Context: an optimization exercise on an open-source flow, tuned for small area and a short achievable clock period. The choices shown serve that exercise and are no tape-out recipe. RTL that was checked went through simulation tests only; none was proved equivalent to the original. No activity file was given, so power comes from the tool's default toggle rates.

== exp/fjord ==
## top_fp_mul_N32_M23_E8
module top_fp_mul_N32_M23_E8(input  wire clk,
                             input  wire [31:0] a1,
                             input  wire [31:0] b1,
                             output wire [31:0] y);
Size in the first run: about 1,800 cells after synthesis, roughly 97 I/O pins, roughly 16,000 sq um of cells after synthesis.
clock: 8.5 ns
lec_check: 0
abc_area: 1
cap_margin: 20
core_margin: 2
core_utilization: 50
cts_cluster_size: 30
place_density: 0.8
setup_slack_margin: 4.0
slew_margin: 70
synth_hierarchical: 1
standard.sh (not shown) runs the stock make flow with config.mk's settings and CLKGATE_MAP_FILE= SYNTH_SCRIPT=/design/flow/synth_recipe.tcl, a recipe that flattens the netlist after the stock synthesis.
==> flow/flow/run.sh <==
#!/bin/bash
bash standard.sh MATCH_CELL_FOOTPRINT=0 "BUFFER_PORTS_ARGS=-buffer_cell sky130_fd_sc_hd__buf_2" finish > standard.log 2>&1
exp/fjord: done, clean on timing, DRC and antenna
Edits applied to the flow inputs when going from exp/fjord to exp/garnet:
- a change of CORE_UTILIZATION from 50 to 40
- a change of SETUP_SLACK_MARGIN from 4.0 to 4.25
- a change of PLACE_DENSITY from 0.8 to 0.75
In summary, exp/garnet completed successfully, with a layout that passed the timing, design-rule and antenna checks. y[13] as the worst setup path endpoint was reported by exp/fjord, and y[12] by exp/garnet. Compared with exp/fjord, exp/garnet shows a lower cell depth of the worst flop-to-flop path. Re met1 layer wirelength in the final routing: exp/garnet and exp/fjord aren't equal, and the lower value belongs to exp/fjord. When exp/garnet is set beside exp/fjord, its combined buffer and inverter count along the critical path turns out to be 1 larger. Between exp/garnet and exp/fjord, the global-route usage is higher for exp/fjord. Between exp/fjord and exp/garnet, clock network fraction of total power increased. Going from exp/fjord to exp/garnet, total power consumption of the routed design grew by a few percent.
Input changes introduced in exp/xenon (baseline for comparison: exp/garnet):
- SETUP_SLACK_MARGIN: 4.25 -> 4.0
Notes after the runs:
- Final cell count: exp/garnet vs exp/xenon, no meaningful difference
- Relative to exp/garnet, clock skew has decreased by 0.011 ns in exp/xenon.
- Going from exp/garnet to exp/xenon, post-CTS resize count shrank by 36; met3 global-route usage climbed 0.19 points; synthesized instance count flat; power density normalized to cell area now sits lower.
- On exp/xenon: design area is about 1.8% lower than what exp/garnet gave.
- | critical path arrival | exp/xenon vs exp/garnet | 0.09 ns higher |
- The internal power contribution in exp/xenon sits 3.0% below the value recorded for exp/garnet.
- Per the final summary, exp/xenon finished and its layout is clean on timing, DRC and antenna.
- The relative area of non-clock buffer cells in the final design of exp/xenon falls short of that of exp/garnet by 0.43 points.
- On first-pass GRT wire length: exp/xenon sits below exp/garnet.
Here is what was changed in the inputs of exp/delta compared with exp/xenon.
- SETUP_SLACK_MARGIN: 4.0 -> 4.5
- CORE_UTILIZATION: 40 -> 50
- PLACE_DENSITY: 0.75 -> 0.8
==> comparison <==
Period utilization, exp/xenon and exp/delta, higher one = exp/xenon.
exp/xenon → exp/delta: wire length went up, power higher, detailed-routing wirelength on met1 dropped about 5%, wire length per cell shows an increase of 4.1%, total track usage has increased.
On exp/delta: routed via count divided by cell count is about 5% higher than what exp/xenon gave.

========
Another version of the RTL of top_fp_mul_N32_M23_E8 (not shown whole).
For scale: roughly 2,300 cells after synthesis, roughly 110 flip-flops, about 97 I/O pins, about 20,000 µm² of cells after synthesis.
Settings: LEC_CHECK=0, ABC_AREA=1, CAP_MARGIN=20, CORE_MARGIN=2, CORE_UTILIZATION=40, SLEW_MARGIN=20, SYNTH_HIERARCHICAL=1; clock period 8.5 ns.
run.sh (not shown) runs the stock make flow with config.mk's settings and CLKGATE_MAP_FILE= SYNTH_SCRIPT=/design/flow/synth_recipe.tcl, a recipe that flattens the netlist after the stock synthesis.
Stock flow here: none of the scripts above is used.
Change:
--- a/flow/config.mk
+++ b/flow/config.mk
@@ -6,8 +6,6 @@
 export NUM_CORES = 4
 export LEC_CHECK = 0
-export ABC_AREA = 1
 export CAP_MARGIN = 20
 export CORE_MARGIN = 2
 export CORE_UTILIZATION = 40
 export SLEW_MARGIN = 20
-export SYNTH_HIERARCHICAL = 1
What happened: Clock-buffer cell count stays the same. Routed wire length goes down by about 0.35%. Hold slack is better by 0.0044 ns. Global-route usage goes down by 0.57 points.
No functional check of the RTL was part of any run of this note.

## re-timing with driven ports
The results above use ideal ports. As a check the final layouts listed here were re-extracted and re-timed, cells and wires unchanged. Step 1 assumes that a clkbuf_16 drives the clock port and a buf_2 every other input. Step 2 times the ports against the registers' clock, not the clock port: input delays grow and output delays shrink by t, the midpoint of the rising clock arrivals with the driver on. Three values: ideal ports, drivers, drivers and shift; two values: the first two.
run | shift t [ns] | setup slack, ns | clock arrival spread, ns | worst slew at a driven data input, ns
exp/fjord | 0.480 | 4.078 / 4.036 / 4.302 | 0.014 / 0.014 | 0.04
exp/garnet | 0.479 | 4.148 / 4.101 / 4.382 | 0.022 / 0.021 | 0.04
exp/xenon | 0.468 | 4.063 / 4.018 / 4.381 | 0.011 / 0.010 | 0.04
exp/delta | 0.458 | 4.084 / 4.040 / 4.498 | 0.019 / 0.019 | 0.05
the first run of note 2 | 0.502 | 2.917 / 2.917 / 2.917 | 0.019 / 0.019 | 0.07
the second run of note 2 | 0.502 | 2.545 / 2.489 / 2.647 | 0.031 / 0.031 | 0.05
After both steps setup and hold are still met in every run listed.
